Context: an optimization exercise on an open-source flow, tuned for small area. The choices shown serve that exercise and are no tape-out recipe. Function was checked by simulation only, so behaviour that the tests miss may differ from the original. No activity file was given, so power comes from the tool's default toggle rates. The flow treats the clock pin as an ideal source, which a real chip does not have.

==> run Y: inputs <==
Design draw_regctrl, start of the top module:
module draw_regctrl
(
  input       	CLK,
  input       	RST_X,
  input       	INIT,
  input [11:0]	ERROR,
  input       	CIF_DRWSEL,
  input [3:0]	CIF_REGWRITE,
  input       	CIF_REGREAD,
  input [3:0]	CIF_REGADR,
  input [31:0]	CIF_REGWDATA,
  input       	BUSY_PIXEL,
  input       	BUSY_ADD,
  input       	BUSY_INTERR,
  input       	WORKINGDRW,
  output [31:0]	DRW_REGRDATA,
  output       	REG_EODL,
  output [22:0]	REG_SETFRAME_VRAMADR,
  output [9:0]	REG_SETFRAME_WIDTH,
  output [9:0]	REG_SETFRAME_HEIGHT,
  output [9:0]	REG_SETDRAWAREA_POSX,
  output [9:0]	REG_SETDRAWAREA_POSY,
  output [9:0]	REG_SETDRAWAREA_SIZX,
  output [9:0]	REG_SETDRAWAREA_SIZY,
  output       	REG_SETTEXTURE_FMT,
  output [22:0]	REG_SETTEXTURE_VRAMADR,
  output [9:0]	REG_SETTEXTURE_WIDTH,
  output [9:0]	REG_SETTEXTURE_HEIGHT,
  output [31:0]	REG_SETFCOLOR,
  output       	REG_SETSTMODE,
  output [3:0]	REG_SETSCOLOR_MASK,
  output [31:0]	REG_SETSCOLOR_L,
  output [31:0]	REG_SETSCOLOR_H,
  output       	REG_SETBLENDOFF,
  output [2:0]	REG_SETBLENDALPHA_A,
  output [2:0]	REG_SETBLENDALPHA_B,
  output [2:0]	REG_SETBLENDALPHA_C,
  output [2:0]	REG_SETBLENDALPHA_D,
  output [2:0]	REG_SETBLENDALPHA_E,
  output [7:0]	REG_SETBLENDALPHA_SRCCA,
  output [31:0]	REG_SETBLENDALPHA_COEF0,
  output [31:0]	REG_SETBLENDALPHA_COEF1,
  output [10:0]	REG_PATBLT_DPOSX,
  output [10:0]	REG_PATBLT_DPOSY,
  output [9:0]	REG_PATBLT_DSIZX,
  output [9:0]	REG_PATBLT_DSIZY,
  output [10:0]	REG_BITBLT_DPOSX,
  output [10:0]	REG_BITBLT_DPOSY,
  output [9:0]	REG_BITBLT_DSIZX,
  output [9:0]	REG_BITBLT_DSIZY,
  output [9:0]	REG_BITBLT_SPOSX,
  output [9:0]	REG_BITBLT_SPOSY,
  output       	READYPAT_ADD,
  output       	READYBIT_ADD,
  output       	STARTBLT_ADD,
  output       	READYPAT_PIXEL,
  output       	READYBIT_PIXEL,
  output       	STARTBLT_PIXEL,
  output [3:0]	ERROR_REGCTRL,
  output       	INIT_REGCTRL,
  output [9:0]	REQ_ON_COUNT,
  output [9:0]	REQ_OFF_COUNT
);
export LEC_CHECK = 0
export ABC_AREA = 1
export CAP_MARGIN = 20
export CORE_MARGIN = 2
export CORE_UTILIZATION = 50
export SLEW_MARGIN = 20
export SYNTH_HIERARCHICAL = 1
export SYNTH_MINIMUM_KEEP_SIZE = 0
create_clock -name core_clock -period 3.3 [get_ports {CLK}]
standard.sh (not shown) runs the stock make flow with config.mk's settings and CLKGATE_MAP_FILE= SYNTH_SCRIPT=/design/flow/synth_recipe.tcl, a recipe that flattens the netlist after the stock synthesis.
==> flow/flow/run.sh <==
#!/bin/bash
# ORFS layout (the standard.sh) with these changes:
#  - synthesis is synth_recipe.tcl unchanged, except that ABC maps the
#    combinational logic with an area script (flow/area.abc);
#  - port buffers use the smallest buffer cell;
#  - the clock tree uses explicit buffer type and clustering.
set -euo pipefail
HERE=$(pwd)
export MY_ABC_SCRIPT=$HERE/flow/area.abc
export BUFFER_PORTS_ARGS="-buffer_cell sky130_fd_sc_hd__buf_1"
export CTS_ARGS="-sink_clustering_enable -repair_clock_nets -buf_list sky130_fd_sc_hd__clkbuf_16 -sink_clustering_size 28 -sink_clustering_max_diameter 70 -dont_use_dummy_load"
cat flow/abc_override.tcl synth_recipe.tcl > my_synth.tcl
sed "s#SYNTH_SCRIPT=[^ ]*#SYNTH_SCRIPT=$HERE/my_synth.tcl#" standard.sh > my_standard.sh
grep -q "SYNTH_SCRIPT=$HERE/my_synth.tcl" my_standard.sh
bash my_standard.sh > standard.log 2>&1
==> flow/flow/abc_override.tcl <==
# Run ABC with an area-oriented mapping script (amap) instead of ORFS's
# delay-oriented one. Registers are mapped before ABC and are untouched.
proc abc {args} {
  set i [lsearch $args -script]
  if {$i >= 0} { lset args [expr {$i+1}] $::env(MY_ABC_SCRIPT) }
  yosys abc {*}$args
}
==> flow/flow/area.abc <==
strash; dch -f; amap; topo
==> run B: changes against run Y <==
CORE_UTILIZATION = 60   (was 50)
==> run H: changes against run Y <==
--- a/flow/design.v
+++ b/flow/design.v
@@ -44,16 +44,44 @@
   input          sn,
   output [W-1:0] y
 );
 genvar k;
 generate for(k = 0; k < W; k = k + 1) begin : B
         sel2 m(.a(a[k]), .s(s), .b(b[k]), .sn(sn), .y(y[k]));
 end endgenerate
 endmodule
+module ao3
+(
+  input  a1, b1, a2, b2, a3, b3,
+  output y
+);
+assign y = (a1 & b1) | (a2 & b2) | (a3 & b3);
+endmodule
+module ao4
+(
+  input  a1, b1, a2, b2, a3, b3, a4, b4,
+  output y
+);
+assign y = (a1 & b1) | (a2 & b2) | (a3 & b3) | (a4 & b4);
+endmodule
+module ao5
+(
+  input  a1, b1, a2, b2, a3, b3, a4, b4, a5, b5,
+  output y
+);
+assign y = (a1 & b1) | (a2 & b2) | (a3 & b3) | (a4 & b4) | (a5 & b5);
+endmodule
+module ao6
+(
+  input  a1, b1, a2, b2, a3, b3, a4, b4, a5, b5, a6, b6,
+  output y
+);
+assign y = (a1 & b1) | (a2 & b2) | (a3 & b3) | (a4 & b4) | (a5 & b5) | (a6 & b6);
+endmodule
 module draw_regctrl
 (
   input       	CLK,
   input       	RST_X,
   input       	INIT,
   input [11:0]	ERROR,
   input       	CIF_DRWSEL,
   input [3:0]	CIF_REGWRITE,
@@ -157,33 +185,35 @@
 always @ (posedge CLK or negedge RST_X) begin
         if( !RST_X )
                 rWrSave <= 4'd0;
         else if(INIT | !(acc & a_cmd))
                 rWrSave <= 4'd0;
         else
                 rWrSave <= CIF_REGWRITE | (rWrSave & {4{!push}});
 end
-reg [9:0] r_REQ_ON_COUNT, r_REQ_OFF_COUNT;
-always @ (posedge CLK or negedge RST_X) begin
-        if( !RST_X )
-                r_REQ_ON_COUNT <= 10'd0;
-        else if(INIT)
-                r_REQ_ON_COUNT <= 10'd0;
-        else if(acc & (CIF_REGADR == 4'd4))
-                r_REQ_ON_COUNT <= CIF_REGWDATA[9:0];
-end
-always @ (posedge CLK or negedge RST_X) begin
-        if( !RST_X )
-                r_REQ_OFF_COUNT <= 10'd0;
-        else if(INIT)
-                r_REQ_OFF_COUNT <= 10'd0;
-        else if(acc & (CIF_REGADR == 4'd5))
-                r_REQ_OFF_COUNT <= CIF_REGWDATA[9:0];
-end
+wire nI = !INIT;
+wire a_on  = acc & (CIF_REGADR == 4'd4);
+wire a_off = acc & (CIF_REGADR == 4'd5);
+reg  [10-1:0] r_REQ_ON_COUNT; 
+wire [10-1:0] r_REQ_ON_COUNT_d; 
+wire ld_r_REQ_ON_COUNT = (a_on) & nI; 
+wire hd_r_REQ_ON_COUNT = (!a_on) & nI; 
+selw #(10) m_r_REQ_ON_COUNT(.a(CIF_REGWDATA[9:0]), .s(ld_r_REQ_ON_COUNT), .b(r_REQ_ON_COUNT), .sn(hd_r_REQ_ON_COUNT), .y(r_REQ_ON_COUNT_d)); 
+always @ (posedge CLK or negedge RST_X) 
+        if( !RST_X ) r_REQ_ON_COUNT <= {10{1'b0}}; 
+        else r_REQ_ON_COUNT <= r_REQ_ON_COUNT_d;
+reg  [10-1:0] r_REQ_OFF_COUNT; 
+wire [10-1:0] r_REQ_OFF_COUNT_d; 
+wire ld_r_REQ_OFF_COUNT = (a_off) & nI; 
+wire hd_r_REQ_OFF_COUNT = (!a_off) & nI; 
+selw #(10) m_r_REQ_OFF_COUNT(.a(CIF_REGWDATA[9:0]), .s(ld_r_REQ_OFF_COUNT), .b(r_REQ_OFF_COUNT), .sn(hd_r_REQ_OFF_COUNT), .y(r_REQ_OFF_COUNT_d)); 
+always @ (posedge CLK or negedge RST_X) 
+        if( !RST_X ) r_REQ_OFF_COUNT <= {10{1'b0}}; 
+        else r_REQ_OFF_COUNT <= r_REQ_OFF_COUNT_d;
 assign REQ_ON_COUNT  = r_REQ_ON_COUNT;
 assign REQ_OFF_COUNT = r_REQ_OFF_COUNT;
 reg dbg;
 always @ (posedge CLK or negedge RST_X) begin
         if( !RST_X )
                 dbg <= 1'b0;
         else
                 dbg <= 1'b1;
@@ -198,26 +228,25 @@
 always @ (posedge CLK or negedge RST_X) begin
         if( !RST_X )
                 r_ERR <= 1'b0;
         else if(INIT)
                 r_ERR <= 1'b0;
         else if(acc & (CIF_REGADR > 4'd6))
                 r_ERR <= 1'b1;
 end
-reg [3:0]  rptr;
+reg [3:0]  wptr, rptr;
 reg [4:0]  count;
 reg [31:0] r_dout;
 reg        r_over;
 wire       full  = count[4];
 wire       empty = (count == 5'd0);
 wire       executable;
 wire       do_wr = push & !full;
 wire       do_rd = executable & !empty;
-wire [3:0] wptr  = rptr + count[3:0];
 wire [15:0] wsel = {16{do_wr}} & (16'd1 << wptr);
 wire [15:0] rsel = {16{do_rd}} & (16'd1 << rptr);
 wire [31:0] word [0:15];
 genvar gw;
 generate for(gw = 0; gw < 16; gw = gw + 1) begin : MEM
         reg  [31:0] w;
         wire [31:0] d;
         for(gb = 0; gb < 32; gb = gb + 1) begin : B
@@ -241,48 +270,66 @@
         nand3g n0(.a(t[0]), .b(t[1]), .c(t[2]), .y(v[0]));
         nand3g n1(.a(t[3]), .b(t[4]), .c(t[5]), .y(v[1]));
         or2g   o(.a(v[0]), .b(v[1]), .y(dout_d[gb]));
 end endgenerate
 always @ (posedge CLK)
         r_dout <= dout_d;
 always @ (posedge CLK or negedge RST_X) begin
         if( !RST_X ) begin
+                wptr   <= 4'd0;
                 rptr   <= 4'd0;
                 count  <= 5'd0;
                 r_over <= 1'b0;
         end else begin
+                if(do_wr)
+                        wptr <= wptr + 1'b1;
                 if(do_rd)
                         rptr <= rptr + 1'b1;
                 if(do_wr & !do_rd)
                         count <= count + 1'b1;
                 else if(do_rd & !do_wr)
                         count <= count - 1'b1;
                 r_over <= push & full;
         end
 end
-reg [31:0] r_REGDATA;
+wire [6:0]  rs;
+genvar ga;
+generate for(ga = 0; ga < 7; ga = ga + 1) begin : RS
+        assign rs[ga] = rd_acc & (CIF_REGADR == ga) & nI;
+end endgenerate
+wire        rhd  = !(rd_acc & (CIF_REGADR != 4'd3) & (CIF_REGADR < 4'd7)) & nI;
+wire        rs1d = rs[1] & dbg;
+reg  [27:0] r_REGDATA;
+wire [27:0] rdd;
+ao6 rb0(.a1(rs[0]), .b1(ex_val), .a2(rs[1]), .b2(WORKINGDRW), .a3(rs[2]), .b3(count[0]),
+        .a4(rs[4]), .b4(r_REQ_ON_COUNT[0]), .a5(rs[5]), .b5(r_REQ_OFF_COUNT[0]), .a6(rhd), .b6(r_REGDATA[0]), .y(rdd[0]));
+generate for(ga = 1; ga < 5; ga = ga + 1) begin : RB4
+        if(ga == 3) begin : D
+                ao5 m(.a1(rs[2]), .b1(count[ga]), .a2(rs[4]), .b2(r_REQ_ON_COUNT[ga]), .a3(rs[5]), .b3(r_REQ_OFF_COUNT[ga]),
+                      .a4(rs[6]), .b4(dbg), .a5(rhd), .b5(r_REGDATA[ga]), .y(rdd[ga]));
+        end else begin : C
+                ao4 m(.a1(rs[2]), .b1(count[ga]), .a2(rs[4]), .b2(r_REQ_ON_COUNT[ga]), .a3(rs[5]), .b3(r_REQ_OFF_COUNT[ga]),
+                      .a4(rhd), .b4(r_REGDATA[ga]), .y(rdd[ga]));
+        end
+end endgenerate
+generate for(ga = 5; ga < 10; ga = ga + 1) begin : RB3
+        ao3 m(.a1(rs[4]), .b1(r_REQ_ON_COUNT[ga]), .a2(rs[5]), .b2(r_REQ_OFF_COUNT[ga]), .a3(rhd), .b3(r_REGDATA[ga]), .y(rdd[ga]));
+end endgenerate
+assign rdd[15:10] = 6'd0;
+ao3 rb16(.a1(rs1d), .b1(rErrSave[0]), .a2(rs[2]), .b2(empty), .a3(rhd), .b3(r_REGDATA[16]), .y(rdd[16]));
+ao3 rb17(.a1(rs1d), .b1(rErrSave[1]), .a2(rs[2]), .b2(full),  .a3(rhd), .b3(r_REGDATA[17]), .y(rdd[17]));
+selw #(10) rb18(.a(rErrSave[11:2]), .s(rs1d), .b(r_REGDATA[27:18]), .sn(rhd), .y(rdd[27:18]));
 always @ (posedge CLK or negedge RST_X) begin
         if( !RST_X )
-                r_REGDATA <= 32'd0;
-        else if(INIT)
-                r_REGDATA <= 32'd0;
-        else if(rd_acc) begin
-                case(CIF_REGADR)
-                        4'd0: r_REGDATA <= {31'd0, ex_val};
-                        4'd1: r_REGDATA <= {4'd0, rErrSave & {12{dbg}}, 15'd0, WORKINGDRW};
-                        4'd2: r_REGDATA <= {14'd0, full, empty, 11'd0, count};
-                        4'd4: r_REGDATA <= {22'd0, r_REQ_ON_COUNT};
-                        4'd5: r_REGDATA <= {22'd0, r_REQ_OFF_COUNT};
-                        4'd6: r_REGDATA <= {28'd0, dbg, 3'd0};
-                        default: r_REGDATA <= r_REGDATA;
-                endcase
-        end
+                r_REGDATA <= 28'd0;
+        else
+                r_REGDATA <= rdd;
 end
-assign DRW_REGRDATA = r_REGDATA;
+assign DRW_REGRDATA = {4'd0, r_REGDATA};
 localparam P_IDLE0 = 3'd0, P_IDLE1 = 3'd1, P_CMD1 = 3'd2, P_CMD1S = 3'd3,
            P_CMD2  = 3'd4, P_CMD2S = 3'd5, P_CMD3 = 3'd6, P_CMD4  = 3'd7;
 localparam C_FRAME = 3'd0, C_DRAWAREA = 3'd1, C_TEXTURE = 3'd2, C_FCOLOR = 3'd3,
            C_SCOLOR = 3'd4, C_BLENDALPHA = 3'd5, C_PATBLT = 3'd6, C_BITBLT = 3'd7;
 reg exe_valid;
 always @ (posedge CLK or negedge RST_X) begin
         if( !RST_X )
                 exe_valid <= 1'b0;
@@ -361,17 +408,16 @@
 wire ld3_area   = in3 & (cls == C_DRAWAREA);
 wire ld3_tex    = in3 & (cls == C_TEXTURE);
 wire ld3_scolor = in3 & (cls == C_SCOLOR);
 wire ld3_balpha = in3 & (cls == C_BLENDALPHA);
 wire ld3_pat    = in3 & (cls == C_PATBLT);
 wire ld3_bit    = in3 & (cls == C_BITBLT);
 wire ld4_bit    = in4;
 wire [31:0] sd = r_stkdata;
-wire        nI = !INIT;
 reg  [23-1:0] r_setframe_vramadr; 
 wire [23-1:0] r_setframe_vramadr_d; 
 wire ld_r_setframe_vramadr = (ld2_frame) & nI; 
 wire hd_r_setframe_vramadr = (!ld2_frame) & nI; 
 selw #(23) m_r_setframe_vramadr(.a(sd[22:0]), .s(ld_r_setframe_vramadr), .b(r_setframe_vramadr), .sn(hd_r_setframe_vramadr), .y(r_setframe_vramadr_d)); 
 always @ (posedge CLK or negedge RST_X) 
         if( !RST_X ) r_setframe_vramadr <= {23{1'b0}}; 
         else r_setframe_vramadr <= r_setframe_vramadr_d;
==> flow/flow/run.sh (replaced) <==
#!/bin/bash
# ORFS layout (the standard.sh) with these changes:
#  - synthesis is synth_recipe.tcl unchanged, except that ABC maps the
#    combinational logic with an area script (flow/area.abc);
#  - port buffers use the smallest buffer cell;
#  - the clock tree uses explicit buffer type and clustering.
set -euo pipefail
HERE=$(pwd)
export MY_ABC_SCRIPT=$HERE/flow/area.abc
export BUFFER_PORTS_ARGS="-buffer_cell sky130_fd_sc_hd__buf_1"
export CTS_ARGS="-sink_clustering_enable -repair_clock_nets -buf_list sky130_fd_sc_hd__clkbuf_16 -sink_clustering_size 32 -sink_clustering_max_diameter 75 -dont_use_dummy_load"
cat flow/abc_override.tcl synth_recipe.tcl > my_synth.tcl
sed "s#SYNTH_SCRIPT=[^ ]*#SYNTH_SCRIPT=$HERE/my_synth.tcl#" standard.sh > my_standard.sh
grep -q "SYNTH_SCRIPT=$HERE/my_synth.tcl" my_standard.sh
bash my_standard.sh > standard.log 2>&1
CORE_UTILIZATION = 70   (was 50)
==> summary.txt <==
	run B	run H	run Y
Final WL	132 mm	128 mm	138 mm
TritonCTS Buffers	50	42	53
Power dissipated by switching net loads	5.46 mW	4.89 mW	5.53 mW
Via count of the first global-routing pass	30266	30682	30000
Combinational power share	0.051	0.030	0.049
Sequential share of power	0.642	0.674	0.636
Cell-internal power	16.7 mW	16.2 mW	16.9 mW
Largest net degree at the start of global routing	80	84	85
Startpoint of the most critical setup path	rptr[1]	count[1]	count[0]
Post-layout instance count excluding filler cells	4454	4245	4645
Worst endpoint data arrival time	3.70 ns	3.61 ns	3.50 ns
Final clock period utilization by the worst path	0.961	0.931	0.907
Outcome	complete, no violations	complete, no violations	complete, no violations
Placer congestion estimate	0.917	0.951	0.924
Basic-gate share of the synthesized area counting and, or, nand and nor cells	0.0436	0.0405	0.0436
Avg Vias per Cell	7.09	7.51	6.69
Total Die Area	66100 um^2	56700 um^2	79100 um^2

-- afterwards: timing with drivers on the ports --
Ports are ideal in the flow. The routed layouts listed here were re-timed in OpenROAD. Step 1 (the two cells are an assumption about what drives the block):
set clk [get_ports {CLK}]
set_driving_cell -lib_cell sky130_fd_sc_hd__clkbuf_16 $clk
set_driving_cell -lib_cell sky130_fd_sc_hd__buf_2 [delete_from_list [all_inputs] $clk]
Step 2 times the ports against the registers' clock, not the clock port: input delays grow and output delays shrink by t, the midpoint of the rising clock arrivals with the driver on. Slacks: ideal / step 1 / step 2; pairs: ideal / step 1.
run | t (ns) | slack for setup (ns) | hold slack, ns | cell pins on the clock port's net
run Y | 0.695 | 0.307 / 0.307 / -0.041 | 0.031 / -0.009 / 0.481 | 1
run B | 0.692 | 0.128 / 0.128 / -0.024 | 0.091 / 0.050 / 0.474 | 1
run H | 0.661 | 0.227 / 0.227 / -0.013 | 0.147 / 0.120 / 0.486 | 1
With both steps, setup timing fails in every run listed, where it was met with ideal ports. For run Y, which loses most, drivers alone change the setup slack by 0.000 ns; drivers and shift together by -0.348 ns.
